From an optimization exercise on the open Yosys and OpenROAD flow, aimed at small area, a short achievable clock period and few clock cycles; shortcuts taken in it are not production practice.
RTL that was checked went through simulation tests only; none was proved equivalent to the original.

==> run a <==
// Histograma
module Histograma (
    input  wire        clk,
    input  wire        reset,             
    input  wire [13:0] data_ener,
    input  wire [5:0]  data_cant,
    input  wire        enable,
    input  wire        escritura_signal,
    input  wire [9:0]  dir_inicio,
    output reg  [13:0] hist_data,
    output reg  [9:0]  hist_addr,
    output reg         r_w_hist,
    output reg  [10:0] cant_ener_addr,
    output wire        r_w_cant_ener,
    output reg         fin_signal
);
==> module Histograma, before the edit <==
module Histograma (
    input  wire        clk,
    input  wire        reset,             
    input  wire [13:0] data_ener,
    input  wire [5:0]  data_cant,
    input  wire        enable,
    input  wire        escritura_signal,
    input  wire [9:0]  dir_inicio,
    output reg  [13:0] hist_data,
    output reg  [9:0]  hist_addr,
    output reg         r_w_hist,
    output reg  [10:0] cant_ener_addr,
    output wire        r_w_cant_ener,
    output reg         fin_signal
);
  assign r_w_cant_ener = 1'b0;
  reg        run;           
  reg [5:0]  wcnt;          
  reg [4:0]  ptr;           
  reg        upd1, upd2;    
  reg [4:0]  idx1, idx2;    
  reg [13:0] hbin [0:31];
  wire idle       = !run && !r_w_hist;
  wire start      = idle && enable;
  wire start_wr   = start && escritura_signal;
  wire start_pass = start && !escritura_signal;
  wire ener_zero  = (data_ener == 14'd0);
  wire counted    = run && (data_cant > 6'd1) && !ener_zero && !data_ener[13];
  wire last_word  = (wcnt == 6'd33);
  wire [4:0]  rsel  = upd1 ? idx1 : ptr;
  wire [13:0] rinc  = hist_data + 14'd1;
  wire        fwd   = upd2 && (idx2 == rsel);
  always @(posedge clk) begin
    if (!reset) begin
      run            <= 1'b0;
      r_w_hist       <= 1'b0;
      fin_signal     <= 1'b0;
      cant_ener_addr <= 11'd1;
      ptr            <= 5'd0;
      upd1           <= 1'b0;
      upd2           <= 1'b0;
    end else begin
      upd1 <= counted;
      upd2 <= upd1;
      if (start_pass || (run && !ener_zero))
        cant_ener_addr <= cant_ener_addr + 11'd1;
      else
        cant_ener_addr <= 11'd1;
      if (start_pass)
        run <= 1'b1;
      else if (run && ener_zero)
        run <= 1'b0;
      if (start_wr)
        r_w_hist <= 1'b1;
      else if (r_w_hist && last_word)
        r_w_hist <= 1'b0;
      if (start_wr || (r_w_hist && !last_word))
        ptr <= ptr + 5'd1;
      if (start)
        fin_signal <= 1'b0;
      else if ((run && ener_zero) || (r_w_hist && last_word))
        fin_signal <= 1'b1;
    end
  end
  always @(posedge clk) begin
    idx1      <= data_ener[12:8];
    idx2      <= idx1;
    hist_data <= fwd ? rinc : hbin[rsel];
    wcnt      <= start_wr ? 6'd0 : wcnt + 6'd1;
    hist_addr <= start_wr ? dir_inicio : hist_addr + 10'd1;
  end
  wire [13:0] wdata = rinc & {14{reset}};
  integer k;
  always @(posedge clk) begin
    for (k = 0; k < 32; k = k + 1)
      if (!reset || (upd2 && idx2 == k[4:0]))
        hbin[k] <= wdata;
  end
endmodule
make LEC_CHECK=0 CAP_MARGIN=20 CORE_MARGIN=2 CORE_UTILIZATION=40 SETUP_SLACK_MARGIN=3.5 SLEW_MARGIN=20 finish   # period 6.5 ns
run.sh (not shown) runs the stock make flow with config.mk's settings and CLKGATE_MAP_FILE= SYNTH_SCRIPT=/design/flow/synth_recipe.tcl, a recipe that flattens the netlist after the stock synthesis.
==> run b: changes against run a <==
==> flow/design.v (replaced) <==
module Histograma (
    input  wire        clk,
    input  wire        reset,             
    input  wire [13:0] data_ener,
    input  wire [5:0]  data_cant,
    input  wire        enable,
    input  wire        escritura_signal,
    input  wire [9:0]  dir_inicio,
    output reg  [13:0] hist_data,
    output reg  [9:0]  hist_addr,
    output reg         r_w_hist,
    output reg  [10:0] cant_ener_addr,
    output wire        r_w_cant_ener,
    output reg         fin_signal
);
  assign r_w_cant_ener = 1'b0;
  reg        run;           
  reg        stale;         
  reg        wr_pend;       
  reg [5:0]  wcnt;          
  reg [4:0]  ptr;           
  reg [4:0]  rsel;          
  reg [3:0]  rs_lo;         
  reg [7:0]  rs_hi;         
  reg        upd1;          
  reg        fwd;           
  reg [3:0]  we_lo;         
  reg [7:0]  we_hi;         
  reg        clr;           
  reg [13:0] hbin [0:31];
  wire idle       = !run && !r_w_hist;
  wire start      = idle && enable;
  wire start_wr   = (start && escritura_signal && !stale) || wr_pend;
  wire start_pass = start && !escritura_signal;
  wire ener_zero  = (data_ener == 14'd0);
  wire [4:0] ebin = data_ener[12:8];
  wire last_entry = run && ener_zero;       
  wire counted    = run && (data_cant > 6'd1) && !ener_zero && !data_ener[13];
  wire last_word  = (wcnt == 6'd33);
  wire advance    = start_wr || (r_w_hist && !last_word);
  wire [4:0] ptr_next  = advance ? ptr + 5'd1 : ptr;
  wire [3:0] ptr_lo = 4'd1 << ptr[1:0];
  wire [7:0] ptr_hi = 8'd1 << ptr[4:2];
  wire [13:0] rinc  = hist_data + 14'd1;
  integer k;
  reg [13:0] rdata;
  always @(*) begin
    rdata = 14'd0;
    for (k = 0; k < 32; k = k + 1)
      rdata = rdata | (hbin[k] & {14{rs_lo[k % 4] && rs_hi[k / 4]}});
  end
  always @(posedge clk) begin
    clr <= !reset;
    if (!reset) begin
      run            <= 1'b0;
      stale          <= 1'b0;
      wr_pend        <= 1'b0;
      r_w_hist       <= 1'b0;
      fin_signal     <= 1'b0;
      cant_ener_addr <= 11'd1;
      ptr            <= 5'd0;
      rsel           <= 5'd0;
      rs_lo          <= 4'd0;
      rs_hi          <= 8'd0;
      upd1           <= 1'b0;
      fwd            <= 1'b0;
      we_lo          <= 4'hf;
      we_hi          <= 8'hff;
    end else begin
      stale   <= last_entry;
      wr_pend <= start && escritura_signal && stale;
      upd1    <= counted;
      fwd     <= upd1 && (run ? (rsel == ebin) : (rsel == ptr));
      ptr     <= ptr_next;
      rsel    <= run ? ebin : ptr_next;
      rs_lo   <= run     ? (4'd1 << ebin[1:0]) :
                 advance ? {ptr_lo[2:0], ptr_lo[3]} : ptr_lo;
      rs_hi   <= run     ? (8'd1 << ebin[4:2]) :
                 (advance && ptr[1:0] == 2'd3) ? {ptr_hi[6:0], ptr_hi[7]} : ptr_hi;
      we_lo   <= upd1 ? (4'd1 << rsel[1:0]) : 4'd0;
      we_hi   <= 8'd1 << rsel[4:2];
      if (start_pass || (run && !ener_zero))
        cant_ener_addr <= cant_ener_addr + 11'd1;
      else
        cant_ener_addr <= 11'd1;
      if (start_pass)
        run <= 1'b1;
      else if (last_entry)
        run <= 1'b0;
      if (start_wr)
        r_w_hist <= 1'b1;
      else if (r_w_hist && last_word)
        r_w_hist <= 1'b0;
      if (start)
        fin_signal <= 1'b0;
      else if (last_entry || (r_w_hist && last_word))
        fin_signal <= 1'b1;
    end
  end
  always @(posedge clk) begin
    hist_data <= fwd ? rinc : rdata;
    wcnt      <= start_wr ? 6'd0 : wcnt + 6'd1;
    hist_addr <= start_wr ? dir_inicio : hist_addr + 10'd1;
  end
  wire [13:0] wdata = rinc & {14{!clr}};
  always @(posedge clk) begin
    for (k = 0; k < 32; k = k + 1)
      if (we_lo[k % 4] && we_hi[k / 4])
        hbin[k] <= wdata;
  end
endmodule
==> flow/flow/run.sh (new file) <==
#!/bin/bash
# The standard layout, with the resizer free to swap cells across footprints
# and the ports buffered with the smallest buffer (the resizer sizes them up
# where timing needs).
set -euo pipefail
bash standard.sh MATCH_CELL_FOOTPRINT=0 "BUFFER_PORTS_ARGS=-buffer_cell sky130_fd_sc_hd__buf_1" finish > flow_make.log 2>&1
==> flow/standard.sh (new file) <==
#!/bin/bash
# synth_recipe.tcl (not shown) runs the flow's synth.tcl, then flattens the netlist and writes it again
# the make line also repeats each setting of config.mk as NAME=value (left out here)
make -C /OpenROAD-flow-scripts/flow DESIGN_CONFIG=/design/flow/config.mk WORK_HOME=/design/flow/orfs CLKGATE_MAP_FILE= SYNTH_SCRIPT=/design/flow/synth_recipe.tcl "${@:-finish}"
- CORE_UTILIZATION: 40 -> 75
- CTS_CLUSTER_DIAMETER: unset -> 80
- CTS_CLUSTER_SIZE: unset -> 25
- SETUP_SLACK_MARGIN: 3.5 -> 4.15
removed: flow/run.sh
==> run c: changes against run a <==
--- a/flow/design.v
+++ b/flow/design.v
@@ -19,4 +19,5 @@
   reg [4:0]  ptr;           
+  reg [4:0]  rsel;          
   reg        upd1, upd2;    
-  reg [4:0]  idx1, idx2;    
+  reg [4:0]  idx2;          
   reg [13:0] hbin [0:31];
@@ -29,3 +30,4 @@
   wire last_word  = (wcnt == 6'd33);
-  wire [4:0]  rsel  = upd1 ? idx1 : ptr;
+  wire advance    = start_wr || (r_w_hist && !last_word);
+  wire [4:0] ptr_next = advance ? ptr + 5'd1 : ptr;
   wire [13:0] rinc  = hist_data + 14'd1;
@@ -39,2 +41,3 @@
       ptr            <= 5'd0;
+      rsel           <= 5'd0;
       upd1           <= 1'b0;
@@ -44,2 +47,4 @@
       upd2 <= upd1;
+      ptr  <= ptr_next;
+      rsel <= counted ? data_ener[12:8] : ptr_next;
       if (start_pass || (run && !ener_zero))
@@ -56,4 +61,2 @@
         r_w_hist <= 1'b0;
-      if (start_wr || (r_w_hist && !last_word))
-        ptr <= ptr + 5'd1;
       if (start)
@@ -65,4 +68,3 @@
   always @(posedge clk) begin
-    idx1      <= data_ener[12:8];
-    idx2      <= idx1;
+    idx2      <= rsel;
     hist_data <= fwd ? rinc : hbin[rsel];
- CORE_UTILIZATION: 40 -> 55
- CTS_CLUSTER_DIAMETER: unset -> 80
- CTS_CLUSTER_SIZE: unset -> 22
- SETUP_SLACK_MARGIN: 3.5 -> 4.2
==> results.txt <==
* Pre-CTS setup slack at 2.90 ns
* Max Clock Freq at 0.405 GHz
* Proportion of synthesized area in mux cells at 0.793%
* Rel. slew slack at 29.7%
* WL per Instance at 35.5 um
* DRT Pass-1 Iters at 6
* Die height at 193 um
* Flops & latches, synth at 509
* Non-clk invs at 8
* Reg2reg start: rsel[1]
* Critical Path Stages at 9
* Wire length on met1 at 25400 um
* H-tree depth at 1
* Multi-input combinational area share at 23.7%
* Grt met1 use at 50.3%
* Die Wd at 193 um
* Critical path endpoint category: flip-flop
* Status: finished clean
* Arrival time worst endpoint at 2.96 ns
-- figures above: run c

==> results.txt <==
* Grt met1 use at 32.1%
* Proportion of synthesized area in mux cells at 0.766%
* Critical path endpoint category: flip-flop
* Status: finished clean
* Non-clk invs at 20
* Flops & latches, synth at 509
* H-tree depth at 2
* Arrival time worst endpoint at 3.45 ns
* Wire length on met1 at 25000 um
* Max Clock Freq at 0.337 GHz
* Multi-input combinational area share at 22.3%
* WL per Instance at 29.0 um
* Die Wd at 229 um
* Critical Path Stages at 9
-- figures above: run a

==> results.txt <==
* Non-clk invs at 21
* Status: finished clean
* Max Clock Freq at 0.419 GHz
* H-tree depth at 1
* Die height at 167 um
* Cell row count at 59
* Arrival time worst endpoint at 1.09 ns
* Pre-CTS setup slack at 3.43 ns
* Critical path endpoint category: output pin
* Reg2reg start: rs_hi[2]
* Flops & latches, synth at 531
* Rel. slew slack at 18.3%
* Netlist Area Pre-Place at 20000 um^2
* Critical Path Stages at 1
* Proportion of synthesized area in mux cells at 0.549%
* DRT Pass-1 Iters at 19
-- figures above: run b

Testbench counts of run b, summed over its fixed seeds: cycles 19,861.
Testbench counts of run c, summed over its fixed seeds: cycles 19,861.
No functional check of the RTL was part of run a.

==> what the ideal ports hide <==
How much do the figures lean on ideal ports? The routed layouts below were timed once more, with nothing changed but the port constraints. Step 1 (the two cells are an assumption about what drives the block):
set clk [get_ports {clk}]
set_driving_cell -lib_cell sky130_fd_sc_hd__clkbuf_16 $clk
set_driving_cell -lib_cell sky130_fd_sc_hd__buf_2 [delete_from_list [all_inputs] $clk]
Step 2, shift: input delay + t, output delay - t, t = (earliest + latest rising clock arrival at the registers) / 2. This alone moves slack from input paths to output paths. a / b / c = ideal / step 1 / step 2; a / b = the first two.
| run | t (ns) | slack for setup (ns) | worst hold slack (ns) | worst register clock-pin slew, ns | cell pins on the clock port's net |
|---|---|---|---|---|---|
| run a | 0.658 | 3.533 / 3.481 / 3.048 | 0.448 / 0.448 / 0.448 | 0.07 / 0.07 | 1 |
| run b | 0.609 | 4.114 / 4.062 / 3.653 | 0.474 / 0.474 / 0.474 | 0.10 / 0.10 | 1 |
| run c | 0.625 | 4.030 / 4.030 / 3.626 | 0.437 / 0.437 / 0.437 | 0.10 / 0.10 | 1 |
After both steps every run listed still meets setup and hold. The setup slack of run a, which loses most, moves by -0.052 ns with the drivers and by -0.485 ns with both steps.
